This is an optimization exercise on Yosys and OpenROAD, whose aim is small area, a short achievable clock period and few clock cycles per item, not a production implementation. Where RTL was checked, it was by simulation tests only, not by an equivalence proof against the original. Function not checked in run 2: the RTL went through the layout flow alone. No activity file was given, so power comes from the tool's default toggle rates.

[run.sh]
#!/bin/bash
# synth_recipe.tcl (not shown) runs the flow's synth.tcl, then flattens the netlist and writes it again
# the make line also repeats each setting of config.mk as NAME=value (left out here)
make -C /OpenROAD-flow-scripts/flow DESIGN_CONFIG=/design/flow/config.mk WORK_HOME=/design/flow/orfs CLKGATE_MAP_FILE= SYNTH_SCRIPT=/design/flow/synth_recipe.tcl finish
[config.mk]
export PLATFORM = sky130hd
export DESIGN_NAME = mdu_top
export DESIGN_NICKNAME = mdu_top
export VERILOG_FILES = /design/flow/design.v
export SDC_FILE = /design/flow/constraint.sdc
export NUM_CORES = 4
export LEC_CHECK = 0
export ABC_AREA = 1
export CAP_MARGIN = 30
export CORE_MARGIN = 2
export CORE_UTILIZATION = 40
export CTS_BUF_LIST = sky130_fd_sc_hd__clkbuf_4 sky130_fd_sc_hd__clkbuf_8
export CTS_CLUSTER_SIZE = 50
export SETUP_SLACK_MARGIN = 5
export SLEW_MARGIN = 30
[constraint.sdc]
create_clock -name core_clock -period 13.0 [get_ports {clk}]
set_input_delay 2.6000 -clock core_clock [delete_from_list [all_inputs] [get_ports {clk}]]
set_output_delay 2.6000 -clock core_clock [all_outputs]
set_load 0.01 [all_outputs]
[design.v]
package rv32i_types;
    typedef enum logic [2:0] {
        mult_op_mul    = 3'd0,
        mult_op_mulh   = 3'd1,
        mult_op_mulhsu = 3'd2,
        mult_op_mulhu  = 3'd3,
        mult_op_div    = 3'd4,
        mult_op_divu   = 3'd5,
        mult_op_rem    = 3'd6,
        mult_op_remu   = 3'd7
    } mult_ops;
endpackage
module mdu_thermo (
    input  logic [31:0] x,
    output logic [32:0] t
);
    logic [31:0] r;
    always_comb begin
        for (int i = 0; i < 32; i++) r[i] = x[31 - i];
        for (int d = 1; d < 32; d = d * 2)
            for (int i = 2 * d - 1; i < 32; i = i + 2 * d) r[i] = r[i] | r[i - d];
        for (int d = 16; d >= 1; d = d / 2)
            for (int i = 3 * d - 1; i < 32; i = i + 2 * d) r[i] = r[i] | r[i - d];
        t[32] = 1'b0;
        for (int i = 0; i < 32; i++) t[i] = r[31 - i];
    end
endmodule
module mdu_thermo_len #(parameter int W = 33, parameter int LW = 6) (
    input  logic [W-1:0]  t,
    output logic [LW-1:0] len
);
    always_comb begin
        len = '0;
        for (int i = 0; i < W; i++) begin
            if (t[i] && (i == W - 1 || !t[(i == W - 1) ? i : i + 1])) len = len | LW'(i + 1);
        end
    end
endmodule
module mdu_bk_add #(parameter int W = 32) (
    input  logic [W-1:0] a,
    input  logic [W-1:0] b,
    input  logic         cin,
    output logic [W-1:0] sum,
    output logic         cout
);
    logic [W-1:0] p, g, gg, pp;
    always_comb begin
        p  = a ^ b;
        g  = a & b;
        gg = g;
        pp = p;
        gg[0] = g[0] | (p[0] & cin);
        for (int d = 1; d < W; d = d * 2) begin
            for (int i = 2 * d - 1; i < W; i = i + 2 * d) begin
                gg[i] = gg[i] | (pp[i] & gg[i - d]);
                pp[i] = pp[i] & pp[i - d];
            end
        end
        for (int d = 1 << ($clog2(W) - 1); d >= 1; d = d / 2) begin
            for (int i = 3 * d - 1; i < W; i = i + 2 * d) begin
                gg[i] = gg[i] | (pp[i] & gg[i - d]);
                pp[i] = pp[i] & pp[i - d];
            end
        end
        sum[0] = p[0] ^ cin;
        for (int i = 1; i < W; i++) sum[i] = p[i] ^ gg[i-1];
        cout = gg[W-1];
    end
endmodule
module mdu_bk_inc #(parameter int W = 32) (
    input  logic [W-1:0] a,
    input  logic         cin,
    output logic [W-1:0] sum
);
    logic [W-1:0] pp;
    always_comb begin
        pp = a;
        pp[0] = a[0] & cin;
        for (int d = 1; d < W; d = d * 2) begin
            for (int i = 2 * d - 1; i < W; i = i + 2 * d)
                pp[i] = pp[i] & pp[i - d];
        end
        for (int d = 1 << ($clog2(W) - 1); d >= 1; d = d / 2) begin
            for (int i = 3 * d - 1; i < W; i = i + 2 * d)
                pp[i] = pp[i] & pp[i - d];
        end
        sum[0] = a[0] ^ cin;
        for (int i = 1; i < W; i++) sum[i] = a[i] ^ pp[i-1];
    end
endmodule
module mul_unit
(
    input  logic         clk,
    input  logic         rst,
    input  logic         in_valid,
    input  logic [2:0]   in_op,
    input  logic [31:0]  in_rs1,
    input  logic [31:0]  in_rs2,
    output logic         out_valid,
    output logic [31:0]  out_data
);
    localparam logic [1:0] S_IDLE  = 2'd0;
    localparam logic [1:0] S_SETUP = 2'd1;
    localparam logic [1:0] S_ITER  = 2'd2;
    localparam logic [1:0] S_OUT   = 2'd3;
    logic [1:0]  state;
    logic [31:0] H, L, M;
    logic [5:0]  kq;            
    logic [4:0]  cnt;           
    logic [4:0]  nb;            
    logic        is_div, minv, neg, sel_h;
    logic        op_div, signed_a, signed_b, sa, sb;
    assign op_div   = in_op[2];
    assign signed_a = (in_op == 3'd0) || (in_op == 3'd1) || (in_op == 3'd2) ||
                      (in_op == 3'd4) || (in_op == 3'd6);
    assign signed_b = (in_op == 3'd0) || (in_op == 3'd1) ||
                      (in_op == 3'd4) || (in_op == 3'd6);
    assign sa = signed_a & in_rs1[31];
    assign sb = signed_b & in_rs2[31];
    logic [31:0] va, vb;
    assign va = in_rs1 ^ {32{sa}};
    assign vb = in_rs2 ^ {32{sb}};
    logic [32:0] ta, tb, ta_over, tb_over, tm;
    mdu_thermo th_a (.x(va), .t(ta));
    mdu_thermo th_b (.x(vb), .t(tb));
    assign ta_over = sa ? {ta[31:0], 1'b1} : ta;
    assign tb_over = sb ? {tb[31:0], 1'b1} : tb;
    assign tm      = ta_over & tb_over;           
    logic        swap, div_short;
    assign swap      = |(tb_over & ~ta_over);     
    assign div_short = |(tb & ~ta_over);          
    logic [31:0] abs_a, abs_b;
    mdu_bk_inc #(.W(32)) inc_a (.a(va), .cin(sa), .sum(abs_a));
    mdu_bk_inc #(.W(32)) inc_b (.a(vb), .cin(sb), .sum(abs_b));
    logic [8:0]  tk4;
    logic [3:0]  k_mul;
    always_comb for (int j = 0; j <= 8; j++) tk4[j] = tm[4*j];
    mdu_thermo_len #(.W(9), .LW(4)) len_k (.t(tk4), .len(k_mul));
    logic [31:0] h_mul, m_mul;
    logic [4:0]  nb_mul;
    assign h_mul  = swap ? abs_a : abs_b;
    assign m_mul  = swap ? abs_b : abs_a;
    assign nb_mul = 5'({h_mul, 1'b0} >> {k_mul - 4'd1, 2'b00});
    logic [5:0]  la_over, lb;
    mdu_thermo_len #(.W(33), .LW(6)) len_a (.t(ta_over), .len(la_over));
    mdu_thermo_len #(.W(33), .LW(6)) len_b (.t(tb),      .len(lb));
    logic [6:0]  n_div;
    logic [4:0]  k_div;
    logic        in_dz;
    assign n_div = {1'b0, la_over} - {1'b0, lb} + 7'd1;
    assign k_div = (n_div >= 7'd32) ? 5'd16 : 5'((n_div[5:0] + 6'd1) >> 1);
    assign in_dz = (in_rs2 == 32'd0);
    function automatic logic [37:0] booth_pp(input logic [2:0] t, input logic [31:0] m);
        logic        one, two, ng;
        logic [35:0] mag;
        one = t[1] ^ t[0];
        two = t[2] ? (~t[1] & ~t[0]) : (t[1] & t[0]);
        ng  = t[2];
        mag = one ? {4'b0000, m} : (two ? {3'b000, m, 1'b0} : 36'd0);
        booth_pp = {{2{ng}}, mag ^ {36{ng}}};
    endfunction
    function automatic logic [75:0] csa(input logic [37:0] a, input logic [37:0] b,
                                        input logic [37:0] c);
        csa = {(a & b | a & c | b & c) << 1, a ^ b ^ c};
    endfunction
    logic [37:0] ph_raw, ph, pl, ol;
    logic [75:0] cs;
    assign ph_raw = booth_pp(nb[4:2], M);
    assign ph = {ph_raw[35:0], 2'b00};
    assign pl = booth_pp(nb[2:0], M);
    assign ol = {2'b00, L, 1'b0, nb[4], 1'b0, nb[2]};    
    assign cs = csa(ol, ph, pl);
    logic [33:0] x1, x2, y, s1;
    logic        q1, q2;
    logic [31:0] l1, l2;
    assign x1 = {1'b0, L, nb[4]};
    assign y  = {2'b11, M};
    assign s1 = x1 + y + 34'(minv);
    assign q1 = ~s1[33];
    assign l1 = q1 ? s1[31:0] : x1[31:0];
    logic [37:0] sa2, sb2, s2;
    assign x2  = {1'b0, l1, nb[3]};
    assign sa2 = is_div ? {4'b0000, x2} : cs[37:0];
    assign sb2 = is_div ? {4'b1111, y}  : cs[75:38];
    assign s2  = sa2 + sb2 + 38'(is_div & minv);
    assign q2  = ~s2[37];
    assign l2  = q2 ? s2[31:0] : x2[31:0];
    logic [31:0] below, below_next, used, hc;
    always_comb begin
        for (int i = 0; i < 32; i++) begin
            below[i]      = (i < 32'(kq));
            below_next[i] = (i < 32'(kq)) && (i + (is_div ? 2 : 4) < 32'(kq));
        end
    end
    assign used = below & ~below_next;
    assign hc   = H & ~used;
    logic [27:0] ones, zeros, h_pm;
    always_comb begin
        ones[0]  = 1'b1;
        zeros[0] = 1'b1;
        for (int i = 1; i < 28; i++) begin
            ones[i]  = ones[i-1] & hc[i-1];
            zeros[i] = zeros[i-1] & ~hc[i-1];
        end
    end
    assign h_pm = hc[27:0] ^ (s2[37] ? zeros : (s2[36] ? ones : 28'd0));
    logic [31:0] h_next, l_next;
    assign h_next = is_div ? {hc[29:0], q1, q2} : {h_pm, s2[35:32]};
    assign l_next = is_div ? l2 : s2[31:0];
    logic [5:0]  pn;
    logic [4:0]  nb_sel;
    assign pn     = (state == S_SETUP) ? kq : kq - (is_div ? 6'd2 : 6'd4);
    assign nb_sel = 5'({H, 5'b00000} >> pn);          
    logic [31:0] shr;
    assign shr = (kq == 6'd32) ? 32'd0 : (H >> kq[4:0]);
    logic [31:0] v;
    logic        cin_out;
    assign v         = sel_h ? H : L;
    assign cin_out   = (sel_h && !is_div) ? (L == 32'd0) : 1'b1;
    assign out_data  = neg ? (~v + 32'(cin_out)) : v;
    assign out_valid = (state == S_OUT) && in_valid;
    always_ff @(posedge clk) begin
        is_div <= op_div;
        if (op_div) begin
            kq    <= (in_dz || div_short) ? 6'd0 : {k_div, 1'b0};
            M     <= in_rs2 ^ {32{~sb}};
            minv  <= ~sb;
            neg   <= in_op[1] ? sa : (sa ^ sb) & ~in_dz;
            sel_h <= ~in_op[1];
        end else begin
            kq    <= {k_mul, 2'b00};
            M     <= m_mul;
            minv  <= 1'b0;
            neg   <= sa ^ sb;
            sel_h <= (in_op != 3'd0);
        end
    end
    always_ff @(posedge clk) begin
        unique case (state)
            S_SETUP: begin
                L <= shr;
                H <= H & below;
            end
            S_ITER: begin
                H <= h_next;
                L <= l_next;
            end
            default: begin
                if (op_div) begin
                    H <= in_dz ? 32'hFFFFFFFF : (div_short ? 32'd0 : abs_a);
                    L <= abs_a;
                end else begin
                    H <= h_mul;
                    L <= nb_mul[4] ? m_mul : 32'd0;
                end
            end
        endcase
        nb  <= (state == S_IDLE) ? nb_mul : {nb_sel[4:1], nb_sel[0] & (cnt != 5'd2)};
        cnt <= (state == S_ITER) ? cnt - 5'd1 : (op_div ? k_div : 5'(k_mul));
    end
    always_ff @(posedge clk) begin
        if (rst || !in_valid) begin
            state <= S_IDLE;
        end else begin
            unique case (state)
                S_IDLE: begin
                    if (op_div) state <= (in_dz || div_short) ? S_OUT : S_SETUP;
                    else        state <= (k_mul == 4'd0) ? S_OUT : S_ITER;
                end
                S_SETUP: state <= S_ITER;
                S_ITER:  if (cnt == 5'd1) state <= S_OUT;
                S_OUT:   state <= S_IDLE;
            endcase
        end
    end
endmodule
module mdu_top
(
    input  logic         clk,
    input  logic         rst,
    input  logic         in_valid,
    input  logic [2:0]   in_op,
    input  logic [31:0]  in_rs1,
    input  logic [31:0]  in_rs2,
    input  logic [31:0]  in_pc,
    input  logic [31:0]  in_inst,
    input  logic [4:0]   in_rd_addr,
    input  logic [4:0]   in_rs1_addr,
    input  logic [4:0]   in_rs2_addr,
    input  logic         in_regf_we,
    input  logic [4:0]   in_rob_idx,
    output logic         out_valid,
    output logic [31:0]  out_rd_data,
    output logic [31:0]  out_pc,
    output logic [31:0]  out_inst,
    output logic [4:0]   out_rd_addr,
    output logic [4:0]   out_rs1_addr,
    output logic [4:0]   out_rs2_addr,
    output logic         out_regf_we,
    output logic [4:0]   out_rob_idx
);
    mul_unit mul_inst (
        .clk      (clk),
        .rst      (rst),
        .in_valid (in_valid),
        .in_op    (in_op),
        .in_rs1   (in_rs1),
        .in_rs2   (in_rs2),
        .out_valid(out_valid),
        .out_data (out_rd_data)
    );
    assign out_pc       = in_pc;
    assign out_inst     = in_inst;
    assign out_rd_addr  = in_rd_addr;
    assign out_rs1_addr = in_rs1_addr;
    assign out_rs2_addr = in_rs2_addr;
    assign out_regf_we  = in_regf_we;
    assign out_rob_idx  = in_rob_idx;
endmodule
==> results of run 1 <==
repair_timing:
action                     CTS  global route
setup endpoints to repair   98            82
cloned                       2             5
buffers inserted             4             8
pin swaps                    2             9
gates resized for setup     25            50
worst register-to-register path, delay by kind of cell (launching register included):
| kind | cells | cell delay (ps) |
|---|---|---|
| mux | 1 | 200 |
| xor+xnor | 1 | 100 |
| simple gates | 14 | 2180 |
| fa+ha+maj | 3 | 1100 |
| compound gates | 11 | 2140 |
| flops | 1 | 340 |
| buf+inv | 6 | 1290 |
layout make-up:
type / instances / share of cell area [%]
timing repair buffer: 153 / 5.79
clock inverter: 13 / 0.594
clock buffer: 19 / 1.05
tap: 765 / 3.85
multi-input combinational: 3063 / 72.5
antenna: 2 / 0.0201
sequential: 117 / 9.45
inverter: 443 / 6.78
where the power goes:
part           internal [mW]  switching (mW)
Clock                  0.182           0.171
Sequential             0.498           0.357
Combinational           2.02            4.20
routing by layer:
metal	vias to the layer above	part of all wire, %	wire, um	global-route usage [%]
met5	-	0	0	0
met2	1726	42	47300	55.0
met3	326	10	11400	5.08
li1	12900	-	-	-
met1	12900	41	45700	48.4
met4	0	7.1	7920	21.7
worst min-delay path by stage:
stage          depth (start not counted)                 endpoint  slack (ps)
2_1_floorplan                          2  mul_inst.cnt[3]$_DFF_P_         440
3_3_place_gp                           2  mul_inst.cnt[3]$_DFF_P_         470
3_5_place_dp                           2  mul_inst.cnt[3]$_DFF_P_         460
4_1_cts                                2  mul_inst.cnt[3]$_DFF_P_         470
5_1_grt                                2  mul_inst.cnt[3]$_DFF_P_         500
6_report                               2  mul_inst.cnt[3]$_DFF_P_         470
state kept, by name, summed over array words and instances (netlist names):
register / flops
mul_inst.H: 32
mul_inst.L: 32
mul_inst.M: 32
mul_inst.cnt: 5
mul_inst.kq: 5
mul_inst.nb: 5
mul_inst.state: 2
mul_inst.is_div: 1
mul_inst.minv: 1
mul_inst.neg: 1
mul_inst.sel_h: 1
kinds of logic (layout without fill, tap and decap cells):
logic type	after synthesis	count (layout)	synth area share, %
AOI/OAI and AO/OA	997	997	25.4
xor gates and xnor gates	205	205	7.83
adders and majority gates	180	180	11.0
buffers and inverters	714	628	13.4
DFF	117	117	10.1
muxes	14	14	0.606
other	0	2	0
and+or+nand+nor	1660	1667	31.6
layout by cell type, fill, tap and decap left out, drive strengths merged, types with 34 or more instances in the layout:
cell / count
a31oi: 43
buf: 52
xor2: 156
nand4: 89
a21oi: 262
o211ai: 34
or2: 48
nand2: 821
ha: 142
nand3: 257
clkdlybuf4s50: 99
xnor2: 49
dfxtp: 117
nor3: 44
fa: 38
nor4: 37
o21ai: 440
inv: 431
o21bai: 36
nor2: 351
==> out/results.tsv, run 1 <==
metric	value	unit
rsz0062_at_grt	yes	
synth_area	23100	sq um
grt_pass1_wl	163	mm
grt_pass1_vias	25300	
slew_headroom	34.2	%
hold_buffers	0	
clk_latency	480	ps
critPathCaptureType	flop	
fin_nets	4130	
seq_area	2350	sq um
crit_type	in -> reg	
synth_area_leader_cell	nand2_1	
critical_path.reg2reg.startpoint	mul_inst.nb[4]$_DFF_P_	
utilization	43.2	%
total_power	7.42	mW
synth.avg_cell_area	5.95	sq um
io_pins	273	
synth_cell_types	73	
multi_input_area	18000	sq um
cap_violations	0	
ff2ff_setup_slack	5490	ps
cp_max_fo	13	
p_leak	11.3	nW
vias_per_cell	6.09	
crit_end	mul_inst.cnt[4]$_DFF_P_	
crit_top_cell	nand2_1	
period_share	59.0	%
layout-drive-gt1-share	6.99	%
min_from	mul_inst.cnt[3]$_DFF_P_	
first_pass_iters	6	
ir_worst_vdd	201	uV
cp.required	13350	ps
cts_tree	yes	
hold_slack	471	ps
drt_iter0_drc	3456	
ys.flop_type	dfxtp_1	
dpl-instance-area	24000	sq um
synth.most_common_cell	nand2_1	
ant_nets	0	
synth_top_area_share	13.1	%
tns	0	ps
num_vias	27900	
syn2layout_area_growth	7.49	%
slew_viol_final	0	
ys_seq_area_share	10.1	%
fp-row-count	88	
portBuffers	102	
crit_start	in_rs1[31]	
fillers	6474	
r2r_end	mul_inst.H[28]$_DFF_P_	
crit_path_max_incr_delay	750	ps
gr-usage-all-layers	36.2	%
syn-instance-count	3887	
h-tree-depth	4	
drc	0	
fin_area	24900	sq um
cts_buffers	17	
final_cells	4575	
fp.dieH	244	um
hold_viol	0	
crit_cells	25	
grt-ovfl-total	0	
clock_sinks	117	
initial_core_util	40.2	%
slowest_stage	clkdlybuf4s50_1	
drt-wirelength-per-cell	24.5	um
r2r_cells	36	
cts.clk_slew.worst_paths	80	ps
period_needed	7670	ps
worstPathArrival	8020	ps
dpl_worst_slack	3390	ps
holdCritPathClass	reg -> reg	
tightest_slew	977	ps
antenna_found_initial	2	
dp_cells	4522	
wl	112	mm
fin_ws	5330	ps
critPathLaunchType	primary input	
synthArstFlopShare	0	%
root_buffer	clkbuf_8	
core-area	57500	sq um
grt_max_degree	103	
fin_skew	21.0	ps
dieArea	59800	sq um
cts_buffer_depth	2	
synth-seq-cells	117	
ys_warn_count	5	
synth.area.top_cells	nand2_1 13%, dfxtp_1 10%, o21ai_0 9.1%, ha_1 7.7%, inv_1 6.6%	
critPathBufInv	1	
routabilityCongestion	1.06	
crit_family	simple AND/OR/NAND/NOR gates	
fmax	130	MHz
finalSetupViolations	0	
yosys-top-cells-count	807 x nand2_1, 422 x o21ai_0, 406 x inv_1	
dpl.hpwl	89.9	mm
status	no timing/DRC/antenna violations	
dieWidth	244	um
synth_enable_flop_cells	0	
synth_nets	4222	
pwr_density_cell	299	nW/um^2
Testbench counts, summed over its fixed seeds: cycles 142,920, ops 24,000.
==> inputs of run 2 (changes only) <==
--- a/design.v
+++ b/design.v
@@ -88,6 +88,43 @@
         for (int i = 1; i < W; i++) sum[i] = a[i] ^ pp[i-1];
     end
 endmodule
+module mdu_hc_add #(parameter int W = 32) (
+    input  logic [W-1:0] a,
+    input  logic [W-1:0] b,
+    input  logic         cin,
+    output logic [W-1:0] sum
+);
+    logic [W-1:0] p, g, gg, pp, gn, pn;
+    always_comb begin
+        p  = a ^ b;
+        g  = a & b;
+        gg = g;
+        pp = p;
+        gg[0] = g[0] | (p[0] & cin);
+        pp[0] = 1'b0;
+        for (int i = 1; i < W; i = i + 2) begin
+            gg[i] = gg[i] | (pp[i] & gg[i-1]);
+            pp[i] = pp[i] & pp[i-1];
+        end
+        for (int d = 2; d < W; d = d * 2) begin
+            gn = gg;
+            pn = pp;
+            for (int i = 1; i < W; i = i + 2) begin
+                if (i - d >= 0) begin
+                    gn[i] = gg[i] | (pp[i] & gg[i-d]);
+                    pn[i] = pp[i] & pp[i-d];
+                end
+            end
+            gg = gn;
+            pp = pn;
+        end
+        for (int i = 2; i < W; i = i + 2) begin
+            gg[i] = gg[i] | (pp[i] & gg[i-1]);
+        end
+        sum[0] = p[0] ^ cin;
+        for (int i = 1; i < W; i++) sum[i] = p[i] ^ gg[i-1];
+    end
+endmodule
 module mul_unit
 (
     input  logic         clk,
@@ -175,14 +212,14 @@
     logic [31:0] l1, l2;
     assign x1 = {1'b0, L, nb[4]};
     assign y  = {2'b11, M};
-    assign s1 = x1 + y + 34'(minv);
+    mdu_hc_add #(.W(34)) add1 (.a(x1), .b(y), .cin(minv), .sum(s1));
     assign q1 = ~s1[33];
     assign l1 = q1 ? s1[31:0] : x1[31:0];
     logic [37:0] sa2, sb2, s2;
     assign x2  = {1'b0, l1, nb[3]};
     assign sa2 = is_div ? {4'b0000, x2} : cs[37:0];
     assign sb2 = is_div ? {4'b1111, y}  : cs[75:38];
-    assign s2  = sa2 + sb2 + 38'(is_div & minv);
+    mdu_hc_add #(.W(38)) add2 (.a(sa2), .b(sb2), .cin(is_div & minv), .sum(s2));
     assign q2  = ~s2[37];
     assign l2  = q2 ? s2[31:0] : x2[31:0];
     logic [31:0] below, below_next, used, hc;
--- a/config.mk
+++ b/config.mk
@@ -9,7 +9,5 @@
 export CAP_MARGIN = 30
 export CORE_MARGIN = 2
 export CORE_UTILIZATION = 40
-export CTS_BUF_LIST = sky130_fd_sc_hd__clkbuf_4 sky130_fd_sc_hd__clkbuf_8
-export CTS_CLUSTER_SIZE = 50
 export SETUP_SLACK_MARGIN = 5
 export SLEW_MARGIN = 30
==> run 2 against run 1 <==
Against the previous run: register-to-register slack worse by 790 ps; clock skew is 8.9 ps lower; first-iteration DRC count is 10% lower; clock power is about 50% higher; sequential cell count stayed put; sequential share of layout area is 0.14 points lower; combinational power hardly changed; synthesized cell count is 5.6% lower; routed wire length is 5.2% lower; critical endpoint is now mul_inst.H[28]$_DFF_P_; highest routed layer is now met5.
==> out/results.tsv, run 2 <==
metric	value	unit	change
synth.most_common_cell	nand2_1		
synth_enable_flop_cells	0		unchanged
core-area	55200	sq um	-4.0%
clock_sinks	117		unchanged
hold_buffers	0		unchanged
antenna_found_initial	3		+1
fillers	5971		-7.8%
critPathBufInv	6		+5
worstPathArrival	8680	ps	+660 ps
antennaDiodeCount	0		-2
drt-wirelength-per-cell	24.2	um	-1.5%
synth_area_leader_cell	nand2_1		
yosys-top-cells-count	770 x nand2_1, 401 x o21ai_0, 399 x inv_1		
grt-ovfl-total	0		unchanged
layout_commonest_cell	nand2_1		
synth_nets	4036		-4.4%
synth_xor_area_share	7.61	%	-0.21 points
first_pass_iters	8		+2
ys.flop_type	dfxtp_1		
crit_family	simple AND/OR/NAND/NOR gates		
slowest_stage	fa_2		
synth-seq-cells	117		unchanged
layout-drive-gt1-share	10.1	%	+3.1 points
r2r_end	mul_inst.H[28]$_DFF_P_		
fmax	121	MHz	-7.6%
ant_nets	0		unchanged
multi_input_area	17500	sq um	-2.7%
period_needed	8300	ps	+630 ps
grt_pass1_vias	24100		-4.9%
min_path_cells	2		unchanged
cp_max_fo	4		-9
slew_viol_final	0		unchanged
vias_per_cell	5.95		-2.3%
fp.dieH	241	um	-1.6%
cts_tree	yes		
slew_headroom	38.9	%	+4.7 points
clk_latency	450	ps	-30 ps
drt_iter0_drc	3101		-10%
synthArstFlopShare	0	%	unchanged
synth.avg_cell_area	6.10	sq um	+2.5%
gr-usage-all-layers	35.8	%	-0.32 points
critPathLaunchType	flop		
hold_viol	0		unchanged
pwr_density_cell	298	nW/um^2	about the same
layout_common_cells	756 x nand2_1, 389 x inv_1, 378 x o21ai_0		
synth_area	22400	sq um	-3.2%
ff2ff_setup_slack	4700	ps	-790 ps
critical_path.reg2reg.startpoint	mul_inst.nb[4]$_DFF_P_		
ys_seq_area_share	10.5	%	+0.34 points
yosys.area_share.adder	14.1	%	+3.2 points
h-tree-depth	4		unchanged
drc	0		unchanged
syn2layout_area_growth	12.9	%	
initial_core_util	40.5	%	+0.30 points
syn-instance-count	3671		-5.6%
dp_cells	4294		-5.0%
synth_top_area_share	12.9	%	-0.18 points
cts_buffers	17		unchanged
utilization	45.8	%	+2.5 points
min_to	mul_inst.cnt[3]$_DFF_P_		
synth_top_family_by_area	simple AND/OR/NAND/NOR gates		
ir_worst_vdd	165	uV	-18%
synth.area.top_cells	nand2_1 13%, dfxtp_1 10%, o21ai_0 9.0%, ha_1 7.8%, inv_1 6.7%		
fin_skew	12.0	ps	-8.92 ps
crit_type	reg -> reg		
cp.required	13380	ps	+30 ps
cts_buffer_depth	2		unchanged
tns	0	ps	unchanged
tightest_slew	908	ps	-69.1 ps
reg_top3	mul_inst.H x32, mul_inst.L x32, mul_inst.M x32		
crit_top_cell	nand2_2		
ys_warn_count	7		+2
portBuffers	102		unchanged
muxShareOfSynthArea	0.632	%	+0.026 points
io_pins	273		unchanged
wl	106	mm	-5.2%
min_from	mul_inst.cnt[3]$_DFF_P_		
grt_pass1_wl	154	mm	-5.3%
synth_compound_area_share	23.8	%	-1.7 points
rsz0062_at_grt	yes		
r2r_cells	51		+42%
dpl.hpwl	82.8	mm	-8.0%
root_buffer	clkbuf_16		
critPathCaptureType	flop		
num_vias	26200		-6.0%
routabilityCongestion	1.06		about the same
finalSetupViolations	0		unchanged
final_cells	4404		-3.7%
seq_area	2350	sq um	+0.11%
cap_violations	0		unchanged
crit_path_max_incr_delay	470	ps	-280 ps
cts.clk_slew.worst_paths	70	ps	about the same
fin_nets	4008		-3.0%
grt_max_degree	73		-29%
fp-row-count	86		-2.3%
period_share	63.8	%	+4.8 points
dieWidth	241	um	-1.6%
status	no timing/DRC/antenna violations		
synth_cell_types	74		+1.4%
p_leak	11.6	nW	+3.3%
holdCritPathClass	reg -> reg		
synth-simple-area-share	29.6	%	-2.0 points
dieArea	57900	sq um	-3.2%
-- run 2: kinds of logic (layout without fill, tap and decap cells) --
group	after synthesis	after routing
buffers and inverters	705	687
adder cells (fa/ha/maj)	210	210
XOR/XNOR	192	192
multiplexers	14	14
flip-flops	117	117
AO/OA/AOI/OAI	908	908
AND/OR/NAND/NOR	1525	1528
-- run 2: stage by stage --
| stage | cell area [sq um] | hold WS (ps) | total power, mW | setup slack, ps |
|---|---|---|---|---|
| floorplan | 22400 | 438 | 4.39 | 5020 |
| global placement | 23200 | 461 | 6.20 | 3010 |
| detailed placement | 23200 | 473 | 6.15 | 2890 |
| CTS | 24700 | 483 | 7.11 | 4650 |
| global route | 25300 | 510 | 8.09 | 4260 |
| finish | 25300 | 492 | 7.54 | 4700 |
-- run 2: worst max path at each step --
stage / from / end / depth (start not counted)
final: mul_inst.nb[4]$_DFF_P_ / mul_inst.H[28]$_DFF_P_ / 51
after global routing: mul_inst.nb[4]$_DFF_P_ / mul_inst.H[28]$_DFF_P_ / 62
after CTS: mul_inst.nb[4]$_DFF_P_ / mul_inst.H[31]$_DFF_P_ / 61
after detailed placement: mul_inst.nb[4]$_DFF_P_ / mul_inst.L[24]$_DFF_P_ / 49
after global placement: mul_inst.nb[4]$_DFF_P_ / mul_inst.L[24]$_DFF_P_ / 49
after floorplan: mul_inst.M[0]$_DFF_P_ / mul_inst.H[31]$_DFF_P_ / 58
-- run 2: cell type report --
cell class	count	share of cell area (%)
clock buffer	18	1.74
timing repair inverter	3	0.0793
tap	748	3.71
inverter	432	6.51
clock inverter	14	0.748
sequential	117	9.31
multi-input combinational	2852	69.4
timing repair buffer	220	8.51
-- run 2: power breakdown --
group	switching (mW)	internal, mW
Clock	0.215	0.313
Combinational	3.95	2.23
Sequential	0.327	0.499
-- run 2: metal layers --
metal  up-vias  routed length [um]  part of all wire (%)  track usage (%)
met5         -                  39                 0.037                0
met4         6                6950                   6.5             20.7
met3       320               10700                    10             6.46
met2      1574               46400                    44             55.8
met1     12100               42200                    40             46.5
li1      12200                   -                     -                -
-- run 2: worst min-delay path, cell delays in order, from the launching register on --
cell     delay, ps
dfxtp_1        320
o31ai_1         70
a32oi_1         60
-- run 2: timing repair --
action	CTS	global route
pin swaps	44	59
setup buffers	48	21
gates cloned	6	3
endpoints found under the setup margin	76	73
resized for setup	117	89

afterwards: timing with drivers on the ports:
The results above use ideal ports. As a check the final layouts listed here were re-extracted and re-timed, cells and wires unchanged.
Step 1, drivers: a clkbuf_16 drives clk and a buf_2 each remaining input, both assumed.
Step 2 times the ports against the registers' clock, not the clock port: input delays grow and output delays shrink by t, the midpoint of the rising clock arrivals with the driver on.
Slacks: ideal / step 1 / step 2; pairs: ideal / step 1.
run	t (ns)	slack for setup (ns)	cell pins on the clock port's net
run 1	0.524	5.332 / 5.352 / 4.841	1
run 2	0.503	4.702 / 4.702 / 4.702	1
After both steps every run listed still meets setup and hold. The setup slack of run 1, which loses most, moves by +0.020 ns with the drivers and by -0.491 ns with both steps.
